Context: an optimization exercise on an open-source flow, tuned for a short achievable clock period and few clock cycles. The choices shown serve that exercise and are no tape-out recipe. The RTL was checked by simulation tests, not by an equivalence proof against the original design. No activity file was given, so power comes from the tool's default toggle rates.

### design/flow/config.mk
export PLATFORM = sky130hd
export DESIGN_NAME = processor
export DESIGN_NICKNAME = processor
export VERILOG_FILES = /design/flow/design.v
export SDC_FILE = /design/flow/constraint.sdc
export NUM_CORES = 4
export LEC_CHECK = 0
export CAP_MARGIN = 20
export CORE_MARGIN = 2
export CORE_UTILIZATION = 40
export PLACE_DENSITY = 0.6
export SETUP_SLACK_MARGIN = 3.0
export SLEW_MARGIN = 20
export SYNTH_HIERARCHICAL = 1
### design/flow/constraint.sdc
create_clock -name core_clock -period 5.0 [get_ports {clk}]
set_input_delay 1.0000 -clock core_clock [delete_from_list [all_inputs] [get_ports {clk}]]
set_output_delay 1.0000 -clock core_clock [all_outputs]
set_load 0.01 [all_outputs]
### design/flow/design.v
module processor (
  input  wire        clk,
  input  wire        reset,
  output wire [10:0] imem_addr,
  input  wire [17:0] imem_data,
  output wire [9:0]  dmem_addr,
  output wire        dmem_we,
  output wire [17:0] dmem_wdata,
  input  wire [17:0] dmem_rdata,
  output wire        halted
);
  localparam OP_HALT = 4'b0000;
  localparam OP_ADD  = 4'b0001;
  localparam OP_AND  = 4'b0010;
  localparam OP_NAND = 4'b0011;
  localparam OP_NOR  = 4'b0100;
  localparam OP_ADDI = 4'b0101;
  localparam OP_ANDI = 4'b0110;
  localparam OP_JUMP = 4'b0111;
  localparam OP_LD   = 4'b1000;
  localparam OP_ST   = 4'b1001;
  localparam OP_CMP  = 4'b1010;
  localparam OP_JE   = 4'b1011;
  localparam OP_JA   = 4'b1100;
  localparam OP_JB   = 4'b1101;
  localparam OP_JAE  = 4'b1110;
  localparam OP_JBE  = 4'b1111;
  reg  [10:0] pc_f;           
  reg  [10:0] pc_d;           
  reg         v_d;            
  reg         p_d;            
  reg         halt_q;
  reg         e_rep;          
  reg  [10:0] pc_e;
  reg         e_alu;          
  reg         e_add;          
  reg         e_ld;           
  reg         e_cmp;          
  reg  [1:0]  e_sel;          
  reg  [3:0]  e_rd;
  reg  [17:0] x1, x2, x3;     
  reg         w_we;           
  reg         w_ld;           
  reg  [3:0]  w_rd;
  reg  [17:0] r_q;            
  reg         lt_q, gt_q;
  reg  [9:0]  daddr_q;
  reg         dwe_q;
  reg  [17:0] dwdata_q;
  reg  [17:0] rf [0:15];
  wire [17:0] sum;
  add18 u_add (.a(x2), .b(x3), .s(sum));
  reg  [17:0] lres;
  always @* begin
    case (e_sel)
      2'b01:   lres = x2 & x3;
      2'b10:   lres = ~(x2 & x3);
      default: lres = ~(x2 | x3);
    endcase
  end
  wire [17:0] alu;
  lmux #(18) u_alu (.s(e_add), .a(lres), .b(sum), .y(alu));
  wire        c_lt, c_gt;
  wire [17:0] w_val = w_ld ? dmem_rdata : r_q;
  wire [17:0] ir  = imem_data;
  wire [3:0]  op  = ir[17:14];
  wire [3:0]  f1  = ir[13:10];
  wire [3:0]  f2  = ir[9:6];
  wire [3:0]  f3  = ir[5:2];
  wire        vd  = v_d & ~halt_q;
  wire is_rr   = (op == OP_ADD) | (op == OP_AND) | (op == OP_NAND) | (op == OP_NOR);
  wire is_ri   = (op == OP_ADDI) | (op == OP_ANDI);
  wire is_alu  = is_rr | is_ri;
  wire is_add  = (op == OP_ADD) | (op == OP_ADDI);
  wire is_ld   = (op == OP_LD);
  wire is_st   = (op == OP_ST);
  wire is_cmp  = (op == OP_CMP);
  wire is_halt = (op == OP_HALT);
  wire is_jmp  = (op == OP_JUMP);
  wire use1 = is_st | is_cmp;
  wire use2 = is_alu | is_cmp;
  wire use3 = is_rr;
  wire stall = e_ld & ((use1 & (f1 == e_rd)) | (use2 & (f2 == e_rd)) | (use3 & (f3 == e_rd)));
  wire go    = vd & ~stall & ~e_rep;
  wire [10:0] off    = ir[13:3];
  wire        far    = (off != 11'd1);
  wire        tk_lt  = far & (is_jmp | (op == OP_JB)  | (op == OP_JBE));
  wire        tk_eq  = far & (is_jmp | (op == OP_JE)  | (op == OP_JAE) | (op == OP_JBE));
  wire        tk_gt  = far & (is_jmp | (op == OP_JA)  | (op == OP_JAE));
  wire [10:0] target;
  add11 u_tgt (.a(pc_d), .b(off), .s(target));
  wire [10:0] pc_f_inc, pc_d_inc;
  pp_inc #(11) u_incf (.a(pc_f), .s(pc_f_inc));
  pp_inc #(11) u_incd (.a(pc_d), .s(pc_d_inc));
  reg         bt_v [0:1];
  reg  [10:0] bt_pc [0:1];
  reg  [10:0] bt_tg [0:1];
  reg         bt_rep;
  reg         bt_wr;          
  reg  [10:0] bt_wpc, bt_wtg;
  wire        bt_h0  = bt_v[0] & (bt_pc[0] == pc_f);
  wire        bt_h1  = bt_v[1] & (bt_pc[1] == pc_f);
  wire        bt_hit = bt_h0 | bt_h1;
  wire [10:0] bt_nx  = bt_h0 ? bt_tg[0] : bt_tg[1];
  wire [10:0] pc_seq = bt_hit ? bt_nx : pc_f_inc;
  wire        rdy  = ~e_rep & vd;
  wire [3:0]  tk   = {tk_lt, tk_eq, tk_gt, (lt_q ? tk_lt : (gt_q ? tk_gt : tk_eq))};
  wire [2:0]  tkx  = e_cmp ? tk[3:1] : {3{tk[0]}};
  wire [2:0]  s_t  = {3{rdy & ~p_d}} & tkx;      
  wire [2:0]  s_r  = {3{rdy & p_d}} & ~tkx;      
  wire [2:0]  s_s  = {3{~e_rep}} & ~({3{rdy}} & (tkx ^ {3{p_d}}));
  wire        sel_t, sel_r, sel_s;
  br_sel u_bs (.a(x1), .b(x2), .tn(~s_t), .rn(~s_r), .sn(~s_s),
               .c_lt(c_lt), .c_gt(c_gt), .sel_t(sel_t), .sel_r(sel_r), .sel_s(sel_s));
  wire [10:0] pc_nx;
  pc_ao u_pc (.sel_t(sel_t), .sel_r(sel_r), .sel_s(sel_s), .sel_e(e_rep),
              .target(target), .pc_r(pc_d_inc), .pc_s(pc_seq), .pc_e(pc_e), .y(pc_nx));
  wire [17:0] imm = {{12{ir[5]}}, ir[5:0]};
  wire        e1 = e_alu & (e_rd == f1);
  wire        e2 = e_alu & (e_rd == f2);
  wire        e3 = e_alu & (e_rd == f3) & ~is_ri;
  wire [17:0] o1 = e1 ? lres : (w_we & (w_rd == f1)) ? w_val : rf[f1];
  wire [17:0] o2 = e2 ? lres : (w_we & (w_rd == f2)) ? w_val : rf[f2];
  wire [17:0] o3 = e3 ? lres : is_ri ? imm : (w_we & (w_rd == f3)) ? w_val : rf[f3];
  wire [17:0] p1, p2, p3;
  lmux #(18) u_p1 (.s(e1 & e_add), .a(o1), .b(sum), .y(p1));
  lmux #(18) u_p2 (.s(e2 & e_add), .a(o2), .b(sum), .y(p2));
  lmux #(18) u_p3 (.s(e3 & e_add), .a(o3), .b(sum), .y(p3));
  reg [1:0] sel_d;
  always @* begin
    case (op)
      OP_AND, OP_ANDI: sel_d = 2'b01;
      OP_NAND:         sel_d = 2'b10;
      default:         sel_d = 2'b11;
    endcase
  end
  always @(posedge clk or posedge reset) begin
    if (reset) begin
      pc_f    <= 11'd0;
      pc_d    <= 11'd0;
      v_d     <= 1'b0;
      p_d     <= 1'b0;
      bt_v[0] <= 1'b0;
      bt_v[1] <= 1'b0;
      bt_rep  <= 1'b0;
      bt_wr   <= 1'b0;
      halt_q  <= 1'b0;
      e_rep   <= 1'b0;
      e_alu   <= 1'b0;
      e_ld    <= 1'b0;
      e_cmp   <= 1'b0;
      w_we    <= 1'b0;
      w_ld    <= 1'b0;
      lt_q    <= 1'b0;
      gt_q    <= 1'b1;
      dwe_q   <= 1'b0;
    end else begin
      pc_f  <= pc_nx;
      v_d   <= sel_s;
      p_d   <= sel_s & bt_hit;
      bt_wr <= sel_t;
      pc_d  <= pc_f;
      if (bt_wr) begin
        bt_v[bt_rep] <= 1'b1;
        bt_rep       <= ~bt_rep;
      end
      if (go & is_halt) halt_q <= 1'b1;
      e_rep <= vd & stall & ~e_rep;
      e_alu <= go & is_alu;
      e_ld  <= go & is_ld;
      e_cmp <= go & is_cmp;
      w_we  <= e_alu | e_ld;
      w_ld  <= e_ld;
      if (e_cmp) begin
        lt_q <= c_lt;
        gt_q <= c_gt;
      end
      dwe_q <= go & is_st;
    end
  end
  always @(posedge clk) begin
    pc_e     <= pc_d;
    e_add    <= is_add;
    e_sel    <= sel_d;
    e_rd     <= f1;
    x1       <= p1;
    x2       <= p2;
    x3       <= p3;
    w_rd     <= e_rd;
    r_q      <= alu;
    daddr_q  <= ir[9:0];
    dwdata_q <= p1;
    bt_wpc   <= pc_d;
    bt_wtg   <= target;
  end
  always @(posedge clk) begin
    if (bt_wr) begin
      bt_pc[bt_rep] <= bt_wpc;
      bt_tg[bt_rep] <= bt_wtg;
    end
  end
  always @(posedge clk) begin
    if (w_we)
      rf[w_rd] <= w_val;
  end
  assign imem_addr  = pc_f;
  assign dmem_addr  = daddr_q;
  assign dmem_we    = dwe_q;
  assign dmem_wdata = dwdata_q;
  assign halted     = halt_q;
endmodule
module lmux #(parameter W = 18) (
  input  wire         s,
  input  wire [W-1:0] a,
  input  wire [W-1:0] b,
  output wire [W-1:0] y
);
  assign y = s ? b : a;
endmodule
module pp_inc #(parameter W = 11) (
  input  wire [W-1:0] a,
  output wire [W-1:0] s
);
  genvar j;
  generate
    for (j = 0; j < W; j = j + 1) begin : bt
      if (j == 0) begin : b0
        assign s[j] = ~a[j];
      end else begin : bn
        assign s[j] = a[j] ^ (&a[j-1:0]);
      end
    end
  endgenerate
endmodule
module br_sel (
  input  wire [17:0] a,
  input  wire [17:0] b,
  input  wire [2:0]  tn,
  input  wire [2:0]  rn,
  input  wire [2:0]  sn,
  output wire        c_lt,
  output wire        c_gt,
  output wire        sel_t,
  output wire        sel_r,
  output wire        sel_s
);
  wire n1, n2, n3, n4, n5, n6, n7, n8, n9, n10, n11, n12;
  wire n13, n14, n15, n16, n17, n18, n19, n20, n21, n22, n23, n24;
  wire n25, n26, n27, n28, n29, n30, n31, n32, n33, n34, n35, n36;
  wire n37, n38, n39, n40, n41, n42, n43, n44, n45, n46, n47, n48;
  wire n49, n50, n51, n52, n53, n54, n55, n56, n57, n58, n59, n60;
  wire n61, n62, n63, n64, n65, n66, n67, n68, n69, n70, n71, n72;
  wire n73, n74, n75, n76, n77, n78, n79, n80, n81, n82, n83, n84;
  wire n85, n86, n87, n88, n89, n90, n91, n92, n93, n94, n95, n96;
  wire n97, n98, n99, n100, n101, n102, n103, n104, n105, n106, n107, n108;
  wire n109, n110, n111, n112, n113, n114, n115, n116, n117, n118, n119;
  g_nor2b u1 (.a(a[0]), .bn(b[0]), .y(n1));
  g_nor2b u2 (.a(b[0]), .bn(a[0]), .y(n2));
  g_xnor2 u3 (.a(a[0]), .b(b[0]), .y(n3));
  g_nor2b u4 (.a(a[1]), .bn(b[1]), .y(n4));
  g_nor2b u5 (.a(b[1]), .bn(a[1]), .y(n5));
  g_xnor2 u6 (.a(a[1]), .b(b[1]), .y(n6));
  g_nor2b u7 (.a(a[2]), .bn(b[2]), .y(n7));
  g_nor2b u8 (.a(b[2]), .bn(a[2]), .y(n8));
  g_xnor2 u9 (.a(a[2]), .b(b[2]), .y(n9));
  g_nor2b u10 (.a(a[3]), .bn(b[3]), .y(n10));
  g_nor2b u11 (.a(b[3]), .bn(a[3]), .y(n11));
  g_xnor2 u12 (.a(a[3]), .b(b[3]), .y(n12));
  g_nor2b u13 (.a(a[4]), .bn(b[4]), .y(n13));
  g_nor2b u14 (.a(b[4]), .bn(a[4]), .y(n14));
  g_xnor2 u15 (.a(a[4]), .b(b[4]), .y(n15));
  g_nor2b u16 (.a(a[5]), .bn(b[5]), .y(n16));
  g_nor2b u17 (.a(b[5]), .bn(a[5]), .y(n17));
  g_xnor2 u18 (.a(a[5]), .b(b[5]), .y(n18));
  g_nor2b u19 (.a(a[6]), .bn(b[6]), .y(n19));
  g_nor2b u20 (.a(b[6]), .bn(a[6]), .y(n20));
  g_xnor2 u21 (.a(a[6]), .b(b[6]), .y(n21));
  g_nor2b u22 (.a(a[7]), .bn(b[7]), .y(n22));
  g_nor2b u23 (.a(b[7]), .bn(a[7]), .y(n23));
  g_xnor2 u24 (.a(a[7]), .b(b[7]), .y(n24));
  g_nor2b u25 (.a(a[8]), .bn(b[8]), .y(n25));
  g_nor2b u26 (.a(b[8]), .bn(a[8]), .y(n26));
  g_xnor2 u27 (.a(a[8]), .b(b[8]), .y(n27));
  g_nor2b u28 (.a(a[9]), .bn(b[9]), .y(n28));
  g_nor2b u29 (.a(b[9]), .bn(a[9]), .y(n29));
  g_xnor2 u30 (.a(a[9]), .b(b[9]), .y(n30));
  g_nor2b u31 (.a(a[10]), .bn(b[10]), .y(n31));
  g_nor2b u32 (.a(b[10]), .bn(a[10]), .y(n32));
  g_xnor2 u33 (.a(a[10]), .b(b[10]), .y(n33));
  g_nor2b u34 (.a(a[11]), .bn(b[11]), .y(n34));
  g_nor2b u35 (.a(b[11]), .bn(a[11]), .y(n35));
  g_xnor2 u36 (.a(a[11]), .b(b[11]), .y(n36));
  g_nor2b u37 (.a(a[12]), .bn(b[12]), .y(n37));
  g_nor2b u38 (.a(b[12]), .bn(a[12]), .y(n38));
  g_xnor2 u39 (.a(a[12]), .b(b[12]), .y(n39));
  g_nor2b u40 (.a(a[13]), .bn(b[13]), .y(n40));
  g_nor2b u41 (.a(b[13]), .bn(a[13]), .y(n41));
  g_xnor2 u42 (.a(a[13]), .b(b[13]), .y(n42));
  g_nor2b u43 (.a(a[14]), .bn(b[14]), .y(n43));
  g_nor2b u44 (.a(b[14]), .bn(a[14]), .y(n44));
  g_xnor2 u45 (.a(a[14]), .b(b[14]), .y(n45));
  g_nor2b u46 (.a(a[15]), .bn(b[15]), .y(n46));
  g_nor2b u47 (.a(b[15]), .bn(a[15]), .y(n47));
  g_xnor2 u48 (.a(a[15]), .b(b[15]), .y(n48));
  g_nor2b u49 (.a(a[16]), .bn(b[16]), .y(n49));
  g_nor2b u50 (.a(b[16]), .bn(a[16]), .y(n50));
  g_xnor2 u51 (.a(a[16]), .b(b[16]), .y(n51));
  g_nor2b u52 (.a(b[17]), .bn(a[17]), .y(n52));
  g_nor2b u53 (.a(a[17]), .bn(b[17]), .y(n53));
  g_xnor2 u54 (.a(a[17]), .b(b[17]), .y(n54));
  g_a21oi u55 (.a1(n6), .a2(n1), .b1(n4), .y(n55));
  g_a21oi u56 (.a1(n6), .a2(n2), .b1(n5), .y(n56));
  g_nand2 u57 (.a(n6), .b(n3), .y(n57));
  g_a21oi u58 (.a1(n12), .a2(n7), .b1(n10), .y(n58));
  g_a21oi u59 (.a1(n12), .a2(n8), .b1(n11), .y(n59));
  g_nand2 u60 (.a(n12), .b(n9), .y(n60));
  g_a21oi u61 (.a1(n18), .a2(n13), .b1(n16), .y(n61));
  g_a21oi u62 (.a1(n18), .a2(n14), .b1(n17), .y(n62));
  g_nand2 u63 (.a(n18), .b(n15), .y(n63));
  g_a21oi u64 (.a1(n24), .a2(n19), .b1(n22), .y(n64));
  g_a21oi u65 (.a1(n24), .a2(n20), .b1(n23), .y(n65));
  g_nand2 u66 (.a(n24), .b(n21), .y(n66));
  g_a21oi u67 (.a1(n30), .a2(n25), .b1(n28), .y(n67));
  g_a21oi u68 (.a1(n30), .a2(n26), .b1(n29), .y(n68));
  g_nand2 u69 (.a(n30), .b(n27), .y(n69));
  g_a21oi u70 (.a1(n36), .a2(n31), .b1(n34), .y(n70));
  g_a21oi u71 (.a1(n36), .a2(n32), .b1(n35), .y(n71));
  g_nand2 u72 (.a(n36), .b(n33), .y(n72));
  g_a21oi u73 (.a1(n42), .a2(n37), .b1(n40), .y(n73));
  g_a21oi u74 (.a1(n42), .a2(n38), .b1(n41), .y(n74));
  g_nand2 u75 (.a(n42), .b(n39), .y(n75));
  g_a21oi u76 (.a1(n48), .a2(n43), .b1(n46), .y(n76));
  g_a21oi u77 (.a1(n48), .a2(n44), .b1(n47), .y(n77));
  g_nand2 u78 (.a(n48), .b(n45), .y(n78));
  g_a21oi u79 (.a1(n54), .a2(n49), .b1(n52), .y(n79));
  g_a21oi u80 (.a1(n54), .a2(n50), .b1(n53), .y(n80));
  g_nand2 u81 (.a(n54), .b(n51), .y(n81));
  g_o21ai u82 (.a1(n60), .a2(n55), .b1(n58), .y(n82));
  g_o21ai u83 (.a1(n60), .a2(n56), .b1(n59), .y(n83));
  g_nor2 u84 (.a(n60), .b(n57), .y(n84));
  g_o21ai u85 (.a1(n66), .a2(n61), .b1(n64), .y(n85));
  g_o21ai u86 (.a1(n66), .a2(n62), .b1(n65), .y(n86));
  g_nor2 u87 (.a(n66), .b(n63), .y(n87));
  g_o21ai u88 (.a1(n72), .a2(n67), .b1(n70), .y(n88));
  g_o21ai u89 (.a1(n72), .a2(n68), .b1(n71), .y(n89));
  g_nor2 u90 (.a(n72), .b(n69), .y(n90));
  g_o21ai u91 (.a1(n78), .a2(n73), .b1(n76), .y(n91));
  g_o21ai u92 (.a1(n78), .a2(n74), .b1(n77), .y(n92));
  g_nor2 u93 (.a(n78), .b(n75), .y(n93));
  g_inv u94 (.a(n79), .y(n94));
  g_inv u95 (.a(n81), .y(n95));
  g_inv u96 (.a(n80), .y(n96));
  g_a21oi u97 (.a1(n87), .a2(n82), .b1(n85), .y(n97));
  g_a21oi u98 (.a1(n87), .a2(n83), .b1(n86), .y(n98));
  g_nand2 u99 (.a(n87), .b(n84), .y(n99));
  g_a21oi u100 (.a1(n93), .a2(n88), .b1(n91), .y(n100));
  g_a21oi u101 (.a1(n93), .a2(n89), .b1(n92), .y(n101));
  g_nand2 u102 (.a(n93), .b(n90), .y(n102));
  g_inv u103 (.a(n94), .y(n103));
  g_inv u104 (.a(n95), .y(n104));
  g_inv u105 (.a(n96), .y(n105));
  g_o21ai u106 (.a1(n102), .a2(n97), .b1(n100), .y(n106));
  g_o21ai u107 (.a1(n102), .a2(n98), .b1(n101), .y(n107));
  g_nor2 u108 (.a(n102), .b(n99), .y(n108));
  g_inv u109 (.a(n103), .y(n109));
  g_inv u110 (.a(n104), .y(n110));
  g_inv u111 (.a(n105), .y(n111));
  g_a21oi u112 (.a1(n110), .a2(n106), .b1(n109), .y(n112));
  g_a21oi u113 (.a1(n110), .a2(n107), .b1(n111), .y(n113));
  g_nand2 u114 (.a(n110), .b(n108), .y(n114));
  g_o222ai u115 (.a1(n112), .a2(tn[2]), .b1(n114), .b2(tn[1]), .c1(n113), .c2(tn[0]), .y(n115));
  g_o222ai u116 (.a1(n112), .a2(rn[2]), .b1(n114), .b2(rn[1]), .c1(n113), .c2(rn[0]), .y(n116));
  g_o222ai u117 (.a1(n112), .a2(sn[2]), .b1(n114), .b2(sn[1]), .c1(n113), .c2(sn[0]), .y(n117));
  g_inv u118 (.a(n112), .y(n118));
  g_inv u119 (.a(n113), .y(n119));
  assign c_lt  = n118;
  assign c_gt  = n119;
  assign sel_t = n115;
  assign sel_r = n116;
  assign sel_s = n117;
endmodule
module pc_ao (
  input  wire        sel_t,
  input  wire        sel_r,
  input  wire        sel_s,
  input  wire        sel_e,
  input  wire [10:0] target,
  input  wire [10:0] pc_r,
  input  wire [10:0] pc_s,
  input  wire [10:0] pc_e,
  output wire [10:0] y
);
  wire n1, n2, n3, n4, n5, n6, n7, n8, n9, n10, n11, n12;
  wire n13, n14, n15, n16, n17, n18, n19, n20, n21, n22, n23, n24;
  wire n25, n26, n27, n28, n29, n30, n31, n32, n33;
  g_a22oi u1 (.a1(target[0]), .a2(sel_t), .b1(pc_r[0]), .b2(sel_r), .y(n1));
  g_a22oi u2 (.a1(pc_s[0]), .a2(sel_s), .b1(pc_e[0]), .b2(sel_e), .y(n2));
  g_nand2 u3 (.a(n1), .b(n2), .y(n3));
  g_a22oi u4 (.a1(target[1]), .a2(sel_t), .b1(pc_r[1]), .b2(sel_r), .y(n4));
  g_a22oi u5 (.a1(pc_s[1]), .a2(sel_s), .b1(pc_e[1]), .b2(sel_e), .y(n5));
  g_nand2 u6 (.a(n4), .b(n5), .y(n6));
  g_a22oi u7 (.a1(target[2]), .a2(sel_t), .b1(pc_r[2]), .b2(sel_r), .y(n7));
  g_a22oi u8 (.a1(pc_s[2]), .a2(sel_s), .b1(pc_e[2]), .b2(sel_e), .y(n8));
  g_nand2 u9 (.a(n7), .b(n8), .y(n9));
  g_a22oi u10 (.a1(target[3]), .a2(sel_t), .b1(pc_r[3]), .b2(sel_r), .y(n10));
  g_a22oi u11 (.a1(pc_s[3]), .a2(sel_s), .b1(pc_e[3]), .b2(sel_e), .y(n11));
  g_nand2 u12 (.a(n10), .b(n11), .y(n12));
  g_a22oi u13 (.a1(target[4]), .a2(sel_t), .b1(pc_r[4]), .b2(sel_r), .y(n13));
  g_a22oi u14 (.a1(pc_s[4]), .a2(sel_s), .b1(pc_e[4]), .b2(sel_e), .y(n14));
  g_nand2 u15 (.a(n13), .b(n14), .y(n15));
  g_a22oi u16 (.a1(target[5]), .a2(sel_t), .b1(pc_r[5]), .b2(sel_r), .y(n16));
  g_a22oi u17 (.a1(pc_s[5]), .a2(sel_s), .b1(pc_e[5]), .b2(sel_e), .y(n17));
  g_nand2 u18 (.a(n16), .b(n17), .y(n18));
  g_a22oi u19 (.a1(target[6]), .a2(sel_t), .b1(pc_r[6]), .b2(sel_r), .y(n19));
  g_a22oi u20 (.a1(pc_s[6]), .a2(sel_s), .b1(pc_e[6]), .b2(sel_e), .y(n20));
  g_nand2 u21 (.a(n19), .b(n20), .y(n21));
  g_a22oi u22 (.a1(target[7]), .a2(sel_t), .b1(pc_r[7]), .b2(sel_r), .y(n22));
  g_a22oi u23 (.a1(pc_s[7]), .a2(sel_s), .b1(pc_e[7]), .b2(sel_e), .y(n23));
  g_nand2 u24 (.a(n22), .b(n23), .y(n24));
  g_a22oi u25 (.a1(target[8]), .a2(sel_t), .b1(pc_r[8]), .b2(sel_r), .y(n25));
  g_a22oi u26 (.a1(pc_s[8]), .a2(sel_s), .b1(pc_e[8]), .b2(sel_e), .y(n26));
  g_nand2 u27 (.a(n25), .b(n26), .y(n27));
  g_a22oi u28 (.a1(target[9]), .a2(sel_t), .b1(pc_r[9]), .b2(sel_r), .y(n28));
  g_a22oi u29 (.a1(pc_s[9]), .a2(sel_s), .b1(pc_e[9]), .b2(sel_e), .y(n29));
  g_nand2 u30 (.a(n28), .b(n29), .y(n30));
  g_a22oi u31 (.a1(target[10]), .a2(sel_t), .b1(pc_r[10]), .b2(sel_r), .y(n31));
  g_a22oi u32 (.a1(pc_s[10]), .a2(sel_s), .b1(pc_e[10]), .b2(sel_e), .y(n32));
  g_nand2 u33 (.a(n31), .b(n32), .y(n33));
  assign y[0] = n3;
  assign y[1] = n6;
  assign y[2] = n9;
  assign y[3] = n12;
  assign y[4] = n15;
  assign y[5] = n18;
  assign y[6] = n21;
  assign y[7] = n24;
  assign y[8] = n27;
  assign y[9] = n30;
  assign y[10] = n33;
endmodule
module add18 (
  input  wire [17:0] a,
  input  wire [17:0] b,
  output wire [17:0] s
);
  wire n1, n2, n3, n4, n5, n6, n7, n8, n9, n10, n11, n12;
  wire n13, n14, n15, n16, n17, n18, n19, n20, n21, n22, n23, n24;
  wire n25, n26, n27, n28, n29, n30, n31, n32, n33, n34, n35, n36;
  wire n37, n38, n39, n40, n41, n42, n43, n44, n45, n46, n47, n48;
  wire n49, n50, n51, n52, n53, n54, n55, n56, n57, n58, n59, n60;
  wire n61, n62, n63, n64, n65, n66, n67, n68, n69, n70, n71, n72;
  wire n73, n74, n75, n76, n77, n78, n79, n80, n81, n82, n83, n84;
  wire n85, n86, n87, n88, n89, n90, n91, n92, n93, n94, n95, n96;
  wire n97, n98, n99, n100, n101, n102, n103, n104, n105, n106, n107, n108;
  wire n109, n110, n111, n112, n113, n114, n115, n116, n117, n118, n119, n120;
  wire n121, n122, n123, n124, n125, n126, n127, n128, n129, n130, n131, n132;
  wire n133, n134, n135, n136, n137, n138, n139, n140, n141, n142, n143, n144;
  wire n145, n146, n147, n148, n149, n150, n151, n152, n153, n154, n155, n156;
  wire n157, n158, n159, n160, n161, n162, n163, n164, n165, n166, n167, n168;
  wire n169, n170, n171, n172, n173, n174, n175, n176, n177, n178, n179, n180;
  wire n181, n182, n183, n184, n185, n186, n187, n188, n189, n190, n191, n192;
  wire n193, n194, n195, n196, n197, n198, n199, n200, n201, n202, n203;
  g_xor2 u1 (.a(a[0]), .b(b[0]), .y(n1));
  g_xor2 u2 (.a(a[1]), .b(b[1]), .y(n2));
  g_xor2 u3 (.a(a[2]), .b(b[2]), .y(n3));
  g_xor2 u4 (.a(a[3]), .b(b[3]), .y(n4));
  g_xor2 u5 (.a(a[4]), .b(b[4]), .y(n5));
  g_xor2 u6 (.a(a[5]), .b(b[5]), .y(n6));
  g_xor2 u7 (.a(a[6]), .b(b[6]), .y(n7));
  g_xor2 u8 (.a(a[7]), .b(b[7]), .y(n8));
  g_xor2 u9 (.a(a[8]), .b(b[8]), .y(n9));
  g_xor2 u10 (.a(a[9]), .b(b[9]), .y(n10));
  g_xor2 u11 (.a(a[10]), .b(b[10]), .y(n11));
  g_xor2 u12 (.a(a[11]), .b(b[11]), .y(n12));
  g_xor2 u13 (.a(a[12]), .b(b[12]), .y(n13));
  g_xor2 u14 (.a(a[13]), .b(b[13]), .y(n14));
  g_xor2 u15 (.a(a[14]), .b(b[14]), .y(n15));
  g_xor2 u16 (.a(a[15]), .b(b[15]), .y(n16));
  g_xor2 u17 (.a(a[16]), .b(b[16]), .y(n17));
  g_xor2 u18 (.a(a[17]), .b(b[17]), .y(n18));
  g_nand2 u19 (.a(a[0]), .b(b[0]), .y(n19));
  g_nand2 u20 (.a(a[1]), .b(b[1]), .y(n20));
  g_nand2 u21 (.a(a[2]), .b(b[2]), .y(n21));
  g_nand2 u22 (.a(a[3]), .b(b[3]), .y(n22));
  g_nand2 u23 (.a(a[4]), .b(b[4]), .y(n23));
  g_nand2 u24 (.a(a[5]), .b(b[5]), .y(n24));
  g_nand2 u25 (.a(a[6]), .b(b[6]), .y(n25));
  g_nand2 u26 (.a(a[7]), .b(b[7]), .y(n26));
  g_nand2 u27 (.a(a[8]), .b(b[8]), .y(n27));
  g_nand2 u28 (.a(a[9]), .b(b[9]), .y(n28));
  g_nand2 u29 (.a(a[10]), .b(b[10]), .y(n29));
  g_nand2 u30 (.a(a[11]), .b(b[11]), .y(n30));
  g_nand2 u31 (.a(a[12]), .b(b[12]), .y(n31));
  g_nand2 u32 (.a(a[13]), .b(b[13]), .y(n32));
  g_nand2 u33 (.a(a[14]), .b(b[14]), .y(n33));
  g_nand2 u34 (.a(a[15]), .b(b[15]), .y(n34));
  g_nand2 u35 (.a(a[16]), .b(b[16]), .y(n35));
  g_nand2 u36 (.a(a[17]), .b(b[17]), .y(n36));
  g_nor2 u37 (.a(a[0]), .b(b[0]), .y(n37));
  g_nor2 u38 (.a(a[1]), .b(b[1]), .y(n38));
  g_nor2 u39 (.a(a[2]), .b(b[2]), .y(n39));
  g_nor2 u40 (.a(a[3]), .b(b[3]), .y(n40));
  g_nor2 u41 (.a(a[4]), .b(b[4]), .y(n41));
  g_nor2 u42 (.a(a[5]), .b(b[5]), .y(n42));
  g_nor2 u43 (.a(a[6]), .b(b[6]), .y(n43));
  g_nor2 u44 (.a(a[7]), .b(b[7]), .y(n44));
  g_nor2 u45 (.a(a[8]), .b(b[8]), .y(n45));
  g_nor2 u46 (.a(a[9]), .b(b[9]), .y(n46));
  g_nor2 u47 (.a(a[10]), .b(b[10]), .y(n47));
  g_nor2 u48 (.a(a[11]), .b(b[11]), .y(n48));
  g_nor2 u49 (.a(a[12]), .b(b[12]), .y(n49));
  g_nor2 u50 (.a(a[13]), .b(b[13]), .y(n50));
  g_nor2 u51 (.a(a[14]), .b(b[14]), .y(n51));
  g_nor2 u52 (.a(a[15]), .b(b[15]), .y(n52));
  g_nor2 u53 (.a(a[16]), .b(b[16]), .y(n53));
  g_nor2 u54 (.a(a[17]), .b(b[17]), .y(n54));
  g_inv u55 (.a(n19), .y(n55));
  g_o21ai u56 (.a1(n38), .a2(n19), .b1(n20), .y(n56));
  g_o21ai u57 (.a1(n39), .a2(n20), .b1(n21), .y(n57));
  g_nor2 u58 (.a(n39), .b(n38), .y(n58));
  g_o21ai u59 (.a1(n40), .a2(n21), .b1(n22), .y(n59));
  g_nor2 u60 (.a(n40), .b(n39), .y(n60));
  g_o21ai u61 (.a1(n41), .a2(n22), .b1(n23), .y(n61));
  g_nor2 u62 (.a(n41), .b(n40), .y(n62));
  g_o21ai u63 (.a1(n42), .a2(n23), .b1(n24), .y(n63));
  g_nor2 u64 (.a(n42), .b(n41), .y(n64));
  g_o21ai u65 (.a1(n43), .a2(n24), .b1(n25), .y(n65));
  g_nor2 u66 (.a(n43), .b(n42), .y(n66));
  g_o21ai u67 (.a1(n44), .a2(n25), .b1(n26), .y(n67));
  g_nor2 u68 (.a(n44), .b(n43), .y(n68));
  g_o21ai u69 (.a1(n45), .a2(n26), .b1(n27), .y(n69));
  g_nor2 u70 (.a(n45), .b(n44), .y(n70));
  g_o21ai u71 (.a1(n46), .a2(n27), .b1(n28), .y(n71));
  g_nor2 u72 (.a(n46), .b(n45), .y(n72));
  g_o21ai u73 (.a1(n47), .a2(n28), .b1(n29), .y(n73));
  g_nor2 u74 (.a(n47), .b(n46), .y(n74));
  g_o21ai u75 (.a1(n48), .a2(n29), .b1(n30), .y(n75));
  g_nor2 u76 (.a(n48), .b(n47), .y(n76));
  g_o21ai u77 (.a1(n49), .a2(n30), .b1(n31), .y(n77));
  g_nor2 u78 (.a(n49), .b(n48), .y(n78));
  g_o21ai u79 (.a1(n50), .a2(n31), .b1(n32), .y(n79));
  g_nor2 u80 (.a(n50), .b(n49), .y(n80));
  g_o21ai u81 (.a1(n51), .a2(n32), .b1(n33), .y(n81));
  g_nor2 u82 (.a(n51), .b(n50), .y(n82));
  g_o21ai u83 (.a1(n52), .a2(n33), .b1(n34), .y(n83));
  g_nor2 u84 (.a(n52), .b(n51), .y(n84));
  g_o21ai u85 (.a1(n53), .a2(n34), .b1(n35), .y(n85));
  g_nor2 u86 (.a(n53), .b(n52), .y(n86));
  g_o21ai u87 (.a1(n54), .a2(n35), .b1(n36), .y(n87));
  g_nor2 u88 (.a(n54), .b(n53), .y(n88));
  g_inv u89 (.a(n55), .y(n89));
  g_inv u90 (.a(n56), .y(n90));
  g_a21oi u91 (.a1(n58), .a2(n55), .b1(n57), .y(n91));
  g_a21oi u92 (.a1(n60), .a2(n56), .b1(n59), .y(n92));
  g_a21oi u93 (.a1(n62), .a2(n57), .b1(n61), .y(n93));
  g_nand2 u94 (.a(n62), .b(n58), .y(n94));
  g_a21oi u95 (.a1(n64), .a2(n59), .b1(n63), .y(n95));
  g_nand2 u96 (.a(n64), .b(n60), .y(n96));
  g_a21oi u97 (.a1(n66), .a2(n61), .b1(n65), .y(n97));
  g_nand2 u98 (.a(n66), .b(n62), .y(n98));
  g_a21oi u99 (.a1(n68), .a2(n63), .b1(n67), .y(n99));
  g_nand2 u100 (.a(n68), .b(n64), .y(n100));
  g_a21oi u101 (.a1(n70), .a2(n65), .b1(n69), .y(n101));
  g_nand2 u102 (.a(n70), .b(n66), .y(n102));
  g_a21oi u103 (.a1(n72), .a2(n67), .b1(n71), .y(n103));
  g_nand2 u104 (.a(n72), .b(n68), .y(n104));
  g_a21oi u105 (.a1(n74), .a2(n69), .b1(n73), .y(n105));
  g_nand2 u106 (.a(n74), .b(n70), .y(n106));
  g_a21oi u107 (.a1(n76), .a2(n71), .b1(n75), .y(n107));
  g_nand2 u108 (.a(n76), .b(n72), .y(n108));
  g_a21oi u109 (.a1(n78), .a2(n73), .b1(n77), .y(n109));
  g_nand2 u110 (.a(n78), .b(n74), .y(n110));
  g_a21oi u111 (.a1(n80), .a2(n75), .b1(n79), .y(n111));
  g_nand2 u112 (.a(n80), .b(n76), .y(n112));
  g_a21oi u113 (.a1(n82), .a2(n77), .b1(n81), .y(n113));
  g_nand2 u114 (.a(n82), .b(n78), .y(n114));
  g_a21oi u115 (.a1(n84), .a2(n79), .b1(n83), .y(n115));
  g_nand2 u116 (.a(n84), .b(n80), .y(n116));
  g_a21oi u117 (.a1(n86), .a2(n81), .b1(n85), .y(n117));
  g_nand2 u118 (.a(n86), .b(n82), .y(n118));
  g_a21oi u119 (.a1(n88), .a2(n83), .b1(n87), .y(n119));
  g_nand2 u120 (.a(n88), .b(n84), .y(n120));
  g_inv u121 (.a(n89), .y(n121));
  g_inv u122 (.a(n90), .y(n122));
  g_inv u123 (.a(n91), .y(n123));
  g_inv u124 (.a(n92), .y(n124));
  g_o21ai u125 (.a1(n94), .a2(n89), .b1(n93), .y(n125));
  g_o21ai u126 (.a1(n96), .a2(n90), .b1(n95), .y(n126));
  g_o21ai u127 (.a1(n98), .a2(n91), .b1(n97), .y(n127));
  g_o21ai u128 (.a1(n100), .a2(n92), .b1(n99), .y(n128));
  g_o21ai u129 (.a1(n102), .a2(n93), .b1(n101), .y(n129));
  g_nor2 u130 (.a(n102), .b(n94), .y(n130));
  g_o21ai u131 (.a1(n104), .a2(n95), .b1(n103), .y(n131));
  g_nor2 u132 (.a(n104), .b(n96), .y(n132));
  g_o21ai u133 (.a1(n106), .a2(n97), .b1(n105), .y(n133));
  g_nor2 u134 (.a(n106), .b(n98), .y(n134));
  g_o21ai u135 (.a1(n108), .a2(n99), .b1(n107), .y(n135));
  g_nor2 u136 (.a(n108), .b(n100), .y(n136));
  g_o21ai u137 (.a1(n110), .a2(n101), .b1(n109), .y(n137));
  g_nor2 u138 (.a(n110), .b(n102), .y(n138));
  g_o21ai u139 (.a1(n112), .a2(n103), .b1(n111), .y(n139));
  g_nor2 u140 (.a(n112), .b(n104), .y(n140));
  g_o21ai u141 (.a1(n114), .a2(n105), .b1(n113), .y(n141));
  g_nor2 u142 (.a(n114), .b(n106), .y(n142));
  g_o21ai u143 (.a1(n116), .a2(n107), .b1(n115), .y(n143));
  g_nor2 u144 (.a(n116), .b(n108), .y(n144));
  g_o21ai u145 (.a1(n118), .a2(n109), .b1(n117), .y(n145));
  g_nor2 u146 (.a(n118), .b(n110), .y(n146));
  g_o21ai u147 (.a1(n120), .a2(n111), .b1(n119), .y(n147));
  g_nor2 u148 (.a(n120), .b(n112), .y(n148));
  g_inv u149 (.a(n121), .y(n149));
  g_inv u150 (.a(n122), .y(n150));
  g_inv u151 (.a(n123), .y(n151));
  g_inv u152 (.a(n124), .y(n152));
  g_inv u153 (.a(n125), .y(n153));
  g_inv u154 (.a(n126), .y(n154));
  g_inv u155 (.a(n127), .y(n155));
  g_inv u156 (.a(n128), .y(n156));
  g_a21oi u157 (.a1(n130), .a2(n121), .b1(n129), .y(n157));
  g_a21oi u158 (.a1(n132), .a2(n122), .b1(n131), .y(n158));
  g_a21oi u159 (.a1(n134), .a2(n123), .b1(n133), .y(n159));
  g_a21oi u160 (.a1(n136), .a2(n124), .b1(n135), .y(n160));
  g_a21oi u161 (.a1(n138), .a2(n125), .b1(n137), .y(n161));
  g_a21oi u162 (.a1(n140), .a2(n126), .b1(n139), .y(n162));
  g_a21oi u163 (.a1(n142), .a2(n127), .b1(n141), .y(n163));
  g_a21oi u164 (.a1(n144), .a2(n128), .b1(n143), .y(n164));
  g_a21oi u165 (.a1(n146), .a2(n129), .b1(n145), .y(n165));
  g_nand2 u166 (.a(n146), .b(n130), .y(n166));
  g_a21oi u167 (.a1(n148), .a2(n131), .b1(n147), .y(n167));
  g_nand2 u168 (.a(n148), .b(n132), .y(n168));
  g_inv u169 (.a(n149), .y(n169));
  g_inv u170 (.a(n150), .y(n170));
  g_inv u171 (.a(n151), .y(n171));
  g_inv u172 (.a(n152), .y(n172));
  g_inv u173 (.a(n153), .y(n173));
  g_inv u174 (.a(n154), .y(n174));
  g_inv u175 (.a(n155), .y(n175));
  g_inv u176 (.a(n156), .y(n176));
  g_inv u177 (.a(n157), .y(n177));
  g_inv u178 (.a(n158), .y(n178));
  g_inv u179 (.a(n159), .y(n179));
  g_inv u180 (.a(n160), .y(n180));
  g_inv u181 (.a(n161), .y(n181));
  g_inv u182 (.a(n162), .y(n182));
  g_inv u183 (.a(n163), .y(n183));
  g_inv u184 (.a(n164), .y(n184));
  g_o21ai u185 (.a1(n166), .a2(n149), .b1(n165), .y(n185));
  g_o21ai u186 (.a1(n168), .a2(n150), .b1(n167), .y(n186));
  g_xor2 u187 (.a(n2), .b(n169), .y(n187));
  g_xor2 u188 (.a(n3), .b(n170), .y(n188));
  g_xor2 u189 (.a(n4), .b(n171), .y(n189));
  g_xor2 u190 (.a(n5), .b(n172), .y(n190));
  g_xor2 u191 (.a(n6), .b(n173), .y(n191));
  g_xor2 u192 (.a(n7), .b(n174), .y(n192));
  g_xor2 u193 (.a(n8), .b(n175), .y(n193));
  g_xor2 u194 (.a(n9), .b(n176), .y(n194));
  g_xor2 u195 (.a(n10), .b(n177), .y(n195));
  g_xor2 u196 (.a(n11), .b(n178), .y(n196));
  g_xor2 u197 (.a(n12), .b(n179), .y(n197));
  g_xor2 u198 (.a(n13), .b(n180), .y(n198));
  g_xor2 u199 (.a(n14), .b(n181), .y(n199));
  g_xor2 u200 (.a(n15), .b(n182), .y(n200));
  g_xor2 u201 (.a(n16), .b(n183), .y(n201));
  g_xor2 u202 (.a(n17), .b(n184), .y(n202));
  g_xor2 u203 (.a(n18), .b(n185), .y(n203));
  assign s[0] = n1;
  assign s[1] = n187;
  assign s[2] = n188;
  assign s[3] = n189;
  assign s[4] = n190;
  assign s[5] = n191;
  assign s[6] = n192;
  assign s[7] = n193;
  assign s[8] = n194;
  assign s[9] = n195;
  assign s[10] = n196;
  assign s[11] = n197;
  assign s[12] = n198;
  assign s[13] = n199;
  assign s[14] = n200;
  assign s[15] = n201;
  assign s[16] = n202;
  assign s[17] = n203;
endmodule
module add11 (
  input  wire [10:0] a,
  input  wire [10:0] b,
  output wire [10:0] s
);
  wire n1, n2, n3, n4, n5, n6, n7, n8, n9, n10, n11, n12;
  wire n13, n14, n15, n16, n17, n18, n19, n20, n21, n22, n23, n24;
  wire n25, n26, n27, n28, n29, n30, n31, n32, n33, n34, n35, n36;
  wire n37, n38, n39, n40, n41, n42, n43, n44, n45, n46, n47, n48;
  wire n49, n50, n51, n52, n53, n54, n55, n56, n57, n58, n59, n60;
  wire n61, n62, n63, n64, n65, n66, n67, n68, n69, n70, n71, n72;
  wire n73, n74, n75, n76, n77, n78, n79, n80, n81, n82, n83, n84;
  wire n85, n86, n87, n88, n89, n90, n91, n92, n93, n94, n95, n96;
  wire n97, n98, n99, n100, n101, n102, n103, n104, n105, n106;
  g_xor2 u1 (.a(a[0]), .b(b[0]), .y(n1));
  g_xor2 u2 (.a(a[1]), .b(b[1]), .y(n2));
  g_xor2 u3 (.a(a[2]), .b(b[2]), .y(n3));
  g_xor2 u4 (.a(a[3]), .b(b[3]), .y(n4));
  g_xor2 u5 (.a(a[4]), .b(b[4]), .y(n5));
  g_xor2 u6 (.a(a[5]), .b(b[5]), .y(n6));
  g_xor2 u7 (.a(a[6]), .b(b[6]), .y(n7));
  g_xor2 u8 (.a(a[7]), .b(b[7]), .y(n8));
  g_xor2 u9 (.a(a[8]), .b(b[8]), .y(n9));
  g_xor2 u10 (.a(a[9]), .b(b[9]), .y(n10));
  g_xor2 u11 (.a(a[10]), .b(b[10]), .y(n11));
  g_nand2 u12 (.a(a[0]), .b(b[0]), .y(n12));
  g_nand2 u13 (.a(a[1]), .b(b[1]), .y(n13));
  g_nand2 u14 (.a(a[2]), .b(b[2]), .y(n14));
  g_nand2 u15 (.a(a[3]), .b(b[3]), .y(n15));
  g_nand2 u16 (.a(a[4]), .b(b[4]), .y(n16));
  g_nand2 u17 (.a(a[5]), .b(b[5]), .y(n17));
  g_nand2 u18 (.a(a[6]), .b(b[6]), .y(n18));
  g_nand2 u19 (.a(a[7]), .b(b[7]), .y(n19));
  g_nand2 u20 (.a(a[8]), .b(b[8]), .y(n20));
  g_nand2 u21 (.a(a[9]), .b(b[9]), .y(n21));
  g_nand2 u22 (.a(a[10]), .b(b[10]), .y(n22));
  g_nor2 u23 (.a(a[0]), .b(b[0]), .y(n23));
  g_nor2 u24 (.a(a[1]), .b(b[1]), .y(n24));
  g_nor2 u25 (.a(a[2]), .b(b[2]), .y(n25));
  g_nor2 u26 (.a(a[3]), .b(b[3]), .y(n26));
  g_nor2 u27 (.a(a[4]), .b(b[4]), .y(n27));
  g_nor2 u28 (.a(a[5]), .b(b[5]), .y(n28));
  g_nor2 u29 (.a(a[6]), .b(b[6]), .y(n29));
  g_nor2 u30 (.a(a[7]), .b(b[7]), .y(n30));
  g_nor2 u31 (.a(a[8]), .b(b[8]), .y(n31));
  g_nor2 u32 (.a(a[9]), .b(b[9]), .y(n32));
  g_nor2 u33 (.a(a[10]), .b(b[10]), .y(n33));
  g_inv u34 (.a(n12), .y(n34));
  g_o21ai u35 (.a1(n24), .a2(n12), .b1(n13), .y(n35));
  g_o21ai u36 (.a1(n25), .a2(n13), .b1(n14), .y(n36));
  g_nor2 u37 (.a(n25), .b(n24), .y(n37));
  g_o21ai u38 (.a1(n26), .a2(n14), .b1(n15), .y(n38));
  g_nor2 u39 (.a(n26), .b(n25), .y(n39));
  g_o21ai u40 (.a1(n27), .a2(n15), .b1(n16), .y(n40));
  g_nor2 u41 (.a(n27), .b(n26), .y(n41));
  g_o21ai u42 (.a1(n28), .a2(n16), .b1(n17), .y(n42));
  g_nor2 u43 (.a(n28), .b(n27), .y(n43));
  g_o21ai u44 (.a1(n29), .a2(n17), .b1(n18), .y(n44));
  g_nor2 u45 (.a(n29), .b(n28), .y(n45));
  g_o21ai u46 (.a1(n30), .a2(n18), .b1(n19), .y(n46));
  g_nor2 u47 (.a(n30), .b(n29), .y(n47));
  g_o21ai u48 (.a1(n31), .a2(n19), .b1(n20), .y(n48));
  g_nor2 u49 (.a(n31), .b(n30), .y(n49));
  g_o21ai u50 (.a1(n32), .a2(n20), .b1(n21), .y(n50));
  g_nor2 u51 (.a(n32), .b(n31), .y(n51));
  g_o21ai u52 (.a1(n33), .a2(n21), .b1(n22), .y(n52));
  g_nor2 u53 (.a(n33), .b(n32), .y(n53));
  g_inv u54 (.a(n34), .y(n54));
  g_inv u55 (.a(n35), .y(n55));
  g_a21oi u56 (.a1(n37), .a2(n34), .b1(n36), .y(n56));
  g_a21oi u57 (.a1(n39), .a2(n35), .b1(n38), .y(n57));
  g_a21oi u58 (.a1(n41), .a2(n36), .b1(n40), .y(n58));
  g_nand2 u59 (.a(n41), .b(n37), .y(n59));
  g_a21oi u60 (.a1(n43), .a2(n38), .b1(n42), .y(n60));
  g_nand2 u61 (.a(n43), .b(n39), .y(n61));
  g_a21oi u62 (.a1(n45), .a2(n40), .b1(n44), .y(n62));
  g_nand2 u63 (.a(n45), .b(n41), .y(n63));
  g_a21oi u64 (.a1(n47), .a2(n42), .b1(n46), .y(n64));
  g_nand2 u65 (.a(n47), .b(n43), .y(n65));
  g_a21oi u66 (.a1(n49), .a2(n44), .b1(n48), .y(n66));
  g_nand2 u67 (.a(n49), .b(n45), .y(n67));
  g_a21oi u68 (.a1(n51), .a2(n46), .b1(n50), .y(n68));
  g_nand2 u69 (.a(n51), .b(n47), .y(n69));
  g_a21oi u70 (.a1(n53), .a2(n48), .b1(n52), .y(n70));
  g_nand2 u71 (.a(n53), .b(n49), .y(n71));
  g_inv u72 (.a(n54), .y(n72));
  g_inv u73 (.a(n55), .y(n73));
  g_inv u74 (.a(n56), .y(n74));
  g_inv u75 (.a(n57), .y(n75));
  g_o21ai u76 (.a1(n59), .a2(n54), .b1(n58), .y(n76));
  g_o21ai u77 (.a1(n61), .a2(n55), .b1(n60), .y(n77));
  g_o21ai u78 (.a1(n63), .a2(n56), .b1(n62), .y(n78));
  g_o21ai u79 (.a1(n65), .a2(n57), .b1(n64), .y(n79));
  g_o21ai u80 (.a1(n67), .a2(n58), .b1(n66), .y(n80));
  g_nor2 u81 (.a(n67), .b(n59), .y(n81));
  g_o21ai u82 (.a1(n69), .a2(n60), .b1(n68), .y(n82));
  g_nor2 u83 (.a(n69), .b(n61), .y(n83));
  g_o21ai u84 (.a1(n71), .a2(n62), .b1(n70), .y(n84));
  g_nor2 u85 (.a(n71), .b(n63), .y(n85));
  g_inv u86 (.a(n72), .y(n86));
  g_inv u87 (.a(n73), .y(n87));
  g_inv u88 (.a(n74), .y(n88));
  g_inv u89 (.a(n75), .y(n89));
  g_inv u90 (.a(n76), .y(n90));
  g_inv u91 (.a(n77), .y(n91));
  g_inv u92 (.a(n78), .y(n92));
  g_inv u93 (.a(n79), .y(n93));
  g_a21oi u94 (.a1(n81), .a2(n72), .b1(n80), .y(n94));
  g_a21oi u95 (.a1(n83), .a2(n73), .b1(n82), .y(n95));
  g_a21oi u96 (.a1(n85), .a2(n74), .b1(n84), .y(n96));
  g_xnor2 u97 (.a(n2), .b(n86), .y(n97));
  g_xnor2 u98 (.a(n3), .b(n87), .y(n98));
  g_xnor2 u99 (.a(n4), .b(n88), .y(n99));
  g_xnor2 u100 (.a(n5), .b(n89), .y(n100));
  g_xnor2 u101 (.a(n6), .b(n90), .y(n101));
  g_xnor2 u102 (.a(n7), .b(n91), .y(n102));
  g_xnor2 u103 (.a(n8), .b(n92), .y(n103));
  g_xnor2 u104 (.a(n9), .b(n93), .y(n104));
  g_xnor2 u105 (.a(n10), .b(n94), .y(n105));
  g_xnor2 u106 (.a(n11), .b(n95), .y(n106));
  assign s[0] = n1;
  assign s[1] = n97;
  assign s[2] = n98;
  assign s[3] = n99;
  assign s[4] = n100;
  assign s[5] = n101;
  assign s[6] = n102;
  assign s[7] = n103;
  assign s[8] = n104;
  assign s[9] = n105;
  assign s[10] = n106;
endmodule
module g_inv (input wire a, output wire y);
  assign y = ~a;
endmodule
module g_nand2 (input wire a, b, output wire y);
  assign y = ~(a & b);
endmodule
module g_nor2 (input wire a, b, output wire y);
  assign y = ~(a | b);
endmodule
module g_nor2b (input wire a, bn, output wire y);
  assign y = ~a & bn;
endmodule
module g_xor2 (input wire a, b, output wire y);
  assign y = a ^ b;
endmodule
module g_xnor2 (input wire a, b, output wire y);
  assign y = ~(a ^ b);
endmodule
module g_a21oi (input wire a1, a2, b1, output wire y);
  assign y = ~((a1 & a2) | b1);
endmodule
module g_o21ai (input wire a1, a2, b1, output wire y);
  assign y = ~((a1 | a2) & b1);
endmodule
module g_a22oi (input wire a1, a2, b1, b2, output wire y);
  assign y = ~((a1 & a2) | (b1 & b2));
endmodule
module g_o222ai (input wire a1, a2, b1, b2, c1, c2, output wire y);
  assign y = ~((a1 | a2) & (b1 | b2) & (c1 | c2));
endmodule
### design/flow/flow/run.sh
#!/bin/bash
set -euo pipefail
export BUFFER_PORTS_ARGS="-buffer_cell sky130_fd_sc_hd__buf_4"
bash standard.sh > standard.log 2>&1
### design/flow/standard.sh
#!/bin/bash
# synth_recipe.tcl (not shown) runs the flow's synth.tcl, then flattens the netlist and writes it again
# the make line also repeats each setting of config.mk as NAME=value (left out here)
make -C /OpenROAD-flow-scripts/flow DESIGN_CONFIG=/design/flow/config.mk WORK_HOME=/design/flow/orfs CLKGATE_MAP_FILE= SYNTH_SCRIPT=/design/flow/synth_recipe.tcl "${@:-finish}"
==> run notes <==
-- cells in the mapped netlist, types with 5 or more instances --
library cell,count,area [um2]
buf_4,49,368
xnor2_1,57,499
dfxtp_1,115,2300
dfrtp_1,37,926
a21oi_1,22,110
buf_12,7,140
nand3_1,10,50.1
nor3b_1,8,60.1
a22oi_2,23,288
mux2_2,69,777
mux2i_1,66,661
nor2_1,102,383
a22oi_1,6,45.0
mux4_2,216,4860
o22a_1,22,193
xor2_1,77,674
clkbuf_1,42,158
and2_1,7,43.8
nand2b_1,6,37.5
a222oi_1,18,180
buf_6,9,101
a211oi_1,17,128
buf_1,7,26.3
ha_1,10,125
nor2b_1,19,119
nand2_1,136,510
and4b_1,5,50.1
o211ai_1,19,143
a21oi_2,58,508
edfxtp_1,332,9970
mux2_4,40,601
nand4_1,8,50.1
nand3b_1,6,45.0
a221o_1,13,130
nor2b_4,36,495
o21ai_0,49,245
o21ai_1,64,320
o221ai_1,41,359
buf_2,48,240
inv_1,104,390
nor3_1,14,70.1
-- area by class of cell --
class,instances,area share (%)
Tap cell,931,3.17
Sequential cell,485,36.5
Inverter,104,1.06
Timing Repair Buffer,346,13.4
Multi-Input combinational cell,1295,41.1
Clock buffer,67,3.90
Clock inverter,30,0.856
-- layer usage --
| metal | part of all wire, % | vias to the layer above | wire length [um] |
|---|---|---|---|
| met5 | 0.016 | - | 15 |
| met4 | 6.1 | 2 | 5930 |
| met1 | 37 | 10141 | 36100 |
| met2 | 47 | 1232 | 45400 |
| met3 | 9.6 | 299 | 9310 |
| li1 | - | 8381 | - |
-- layout by cell type (no fill, tap or decap), drive strengths merged, types with 3 or more instances in the layout --
cell | Yosys | layout
dfxtp | 115 | 115
bufbuf | 0 | 10
nor3b | 8 | 8
clkinv | 0 | 20
and3 | 4 | 4
a22oi | 29 | 29
nor2 | 102 | 102
a21oi | 80 | 80
nand3 | 14 | 14
and4b | 5 | 5
nand2 | 136 | 136
a222oi | 18 | 18
buf | 120 | 332
edfxtp | 332 | 332
inv | 104 | 108
bufinv | 0 | 5
nand4 | 8 | 8
ha | 10 | 10
xor2 | 77 | 77
nand3b | 6 | 6
nor4b | 3 | 3
a221o | 13 | 13
o221ai | 41 | 41
nor2b | 55 | 55
and2 | 7 | 8
o22a | 22 | 22
xnor2 | 57 | 57
dfrtp | 37 | 37
o21ai | 116 | 116
mux2i | 66 | 66
nand2b | 6 | 6
or2 | 5 | 5
mux2 | 109 | 109
a211oi | 18 | 18
o211ai | 19 | 19
nor4 | 4 | 4
mux4 | 216 | 216
nor3 | 17 | 18
clkbuf | 43 | 71
-- Yosys stat by module, one instance, submodules excluded, excerpt --
module,times used,cell area (um2)
processor,1,23200
pc_ao,1,82.6
add11,1,82.6
g_o222ai,3,17.5
g_nor2b,36,13.8
g_o21ai,55,5.00
-- critical path, stage by stage --
cell,delay [ns]
buf_16,0.14
buf_12,0.13
buf_16,0.14
buf_6,0.10
mux4_2,0.48
mux2_4,0.29
a21oi_4,0.25
o221ai_2,0.16
mux2_4,0.29
-- sequential cells by signal, indices dropped and copies added (netlist names), 2 cells and up --
name / flops
bt_pc: 22
bt_tg: 22
bt_v: 2
bt_wpc: 11
bt_wtg: 11
daddr_q: 10
dwdata_q: 18
e_rd: 4
e_sel: 2
pc_d: 11
pc_f: 11
r_q: 18
rf: 288
w_rd: 4
x2: 18
x3: 18
-- path summary, 6_finish.rpt --
| kind | slack [ns] | to | startpoint | cells after the start |
|---|---|---|---|---|
| max | 2.48 | x3[4] | imem_data[2] | 9 |
| min | 0.43 | bt_tg[1][0] | bt_wtg[0] | 0 |
| max reg2reg | 2.63 | x3[12] | w_ld | 5 |
| min reg2reg | 0.43 | bt_tg[1][0] | bt_wtg[0] | 0 |
| max in group asynchronous | 4.06 | e_rep | reset | 3 |
| min in group asynchronous | 0.52 | dwe_q | reset | 3 |
-- what timing repair did --
item	4_1_cts	5_1_grt
hold buffers	0	0
gates resized for setup	429	151
gates cloned	51	3
setup buffers	144	40
endpoints found under the setup margin	540	207
pin swaps	91	68
-- report_power, final --
| part | total [uW] | internal [uW] | switching (uW) | leakage (uW) |
|---|---|---|---|---|
| registers | 5320 | 4870 | 444 | 0.00447 |
| clock network | 3980 | 2300 | 1680 | 0.000868 |
| logic | 3820 | 1720 | 2100 | 0.00807 |
-- stage by stage --
| step | worst slack, ns | cells |
|---|---|---|
| after CTS | 2.59 | 3215 |
| after floorplan | 2.19 | 2045 |
| after global placement | 1.43 | 2923 |
| final | 2.48 | 3258 |
| after detailed placement | 1.35 | 2923 |
| after global routing | 2.52 | 3258 |
-- kinds of logic after synthesis --
group,Yosys count
simple gates,387
flops,485
buf+inv,267
mux,391
fa+ha+maj,10
xor+xnor,134
compound gates,371
==> results.cfg <==
[synthesis]
synthXorXnorAreaFrac_pct = 4.22
muxShareOfSynthArea_pct = 24.8
synth.distinct_cells = 70
synthCells = 2045
synth_flop_cell = edfxtp_1
postSynthRegisterBits = 485
synth_fa_ha_area_share_pct = 0.449
seq_area_frac_synth_pct = 47.5
netlist_area_um2 = 27800
async_reset_ff_share_pct = 7.84
synth_nets = 2093
yosys_warnings = 8
synth_edf_count = 332
synthSimpleGateAreaFrac_pct = 7.80
synth-compound-area-share_pct = 10.1
synth_top_family_by_area = multiplexers
avgSynthCellArea_um2 = 13.6

[final_layout]
drive_gt1_share_pct = 50.8
n_fill_cell = 5438
layout.nets = 2332
regArea_um2 = 13400
multi_input_area_um2 = 15100
finish.instance_area_um2 = 36700
fin_util_pct = 53.4
antenna_cells = 0
area_growth_syn_to_layout_pct = 31.8

[cts]
cts_tree = built
clk_path_buf_depth = 3
cts_max_level = 2
clk_latency_ns = 0.62
cts.sinks = 485
cts-buffers-inserted = 52
clk_pin_slew_ns = 0.06
clockRootBuffer = clkbuf_16

[sta]
final-setup-viol-count = 0
max_slew_margin_pct = 50.0
worst_pin_slew_ns = 0.729
fmax_mhz = 398
fin_crit_sh_pct = 50.3
hold_viol = 0
final.setup_skew_ns = 0.0144
fin_worst_hold_slack_ns = 0.427
drv_slew = 0
tns_ns = 0
fin_crit_ns = 2.52
rsz0062_at_grt = yes

[power]
ir_worst_vdd_mv = 0.302
powerDensity_nw_per_um2 = 357
p_leak_uw = 0.0134
total_power_uw = 13100

[routing]
first_pass_iters = 8
totalWireLength_um = 96800
vias_per_cell = 6.16
routedWlPerCell_um = 29.7
num_vias = 20055
drc = 0
postRouteAntennaNets = 0
drt-initial-drc-count = 2337

[floorplan]
coreArea_um2 = 68700
num_rows = 96
dieArea_um2 = 71700
die_w_um = 268
initial_core_util_pct = 40.5
fp.dieH_um = 268
io_pins = 79

[job]
max_cap_viol_count = 0

[global_routing]
antenna_found_initial = 1
gr-usage-met2_pct = 43.0
grt.busiest_layer = met2
grt_max_degree = 44
grt_usage_pct = 26.7
grt_pass1_vias = 19884
grt_pass1_wl_um = 138000
grtUsageMet3_pct = 5.71
met1_usage_pct = 34.1
grt-ovfl-total = 0

[place]
place_area_um2 = 29300
dp_hpwl_um = 52500
port_buffers = 78
place_congestion = 0.855

[worst_setup_path]
start_kind = input port
arrival_ns = 3.01
critPathKind = input port to register
required_ns = 5.50
cp-end-kind = register
crit_path_max_fanout = 7

[hold_path]
hold_class = register to register

[status]
status = complete, no violations
Testbench counts, summed over its fixed seeds: cycles 28,464.

## what the ideal ports hide
No port has a modelled driver above. Below, the same layout with a new extraction and two added sets of constraints. Step 1, drivers: a clkbuf_16 drives clk and a buf_2 each remaining input, both assumed. Step 2 times the ports against the registers' clock, not the clock port: input delays grow and output delays shrink by t, the midpoint of the rising clock arrivals with the driver on. Slacks: ideal ports / drivers / drivers and shift; pairs: ideal ports / drivers.
shift t [ns]: 0.671
slack for setup (ns): 2.484 / 2.355 / 1.684
slew at the worst register clock pin (ns): 0.07 / 0.07
worst slew at a driven data input, ns: 0.29
pins driven straight from the clock port: 1
After both steps this run still meets setup and hold. For this run, drivers alone change the setup slack by -0.129 ns; drivers and shift together by -0.800 ns.
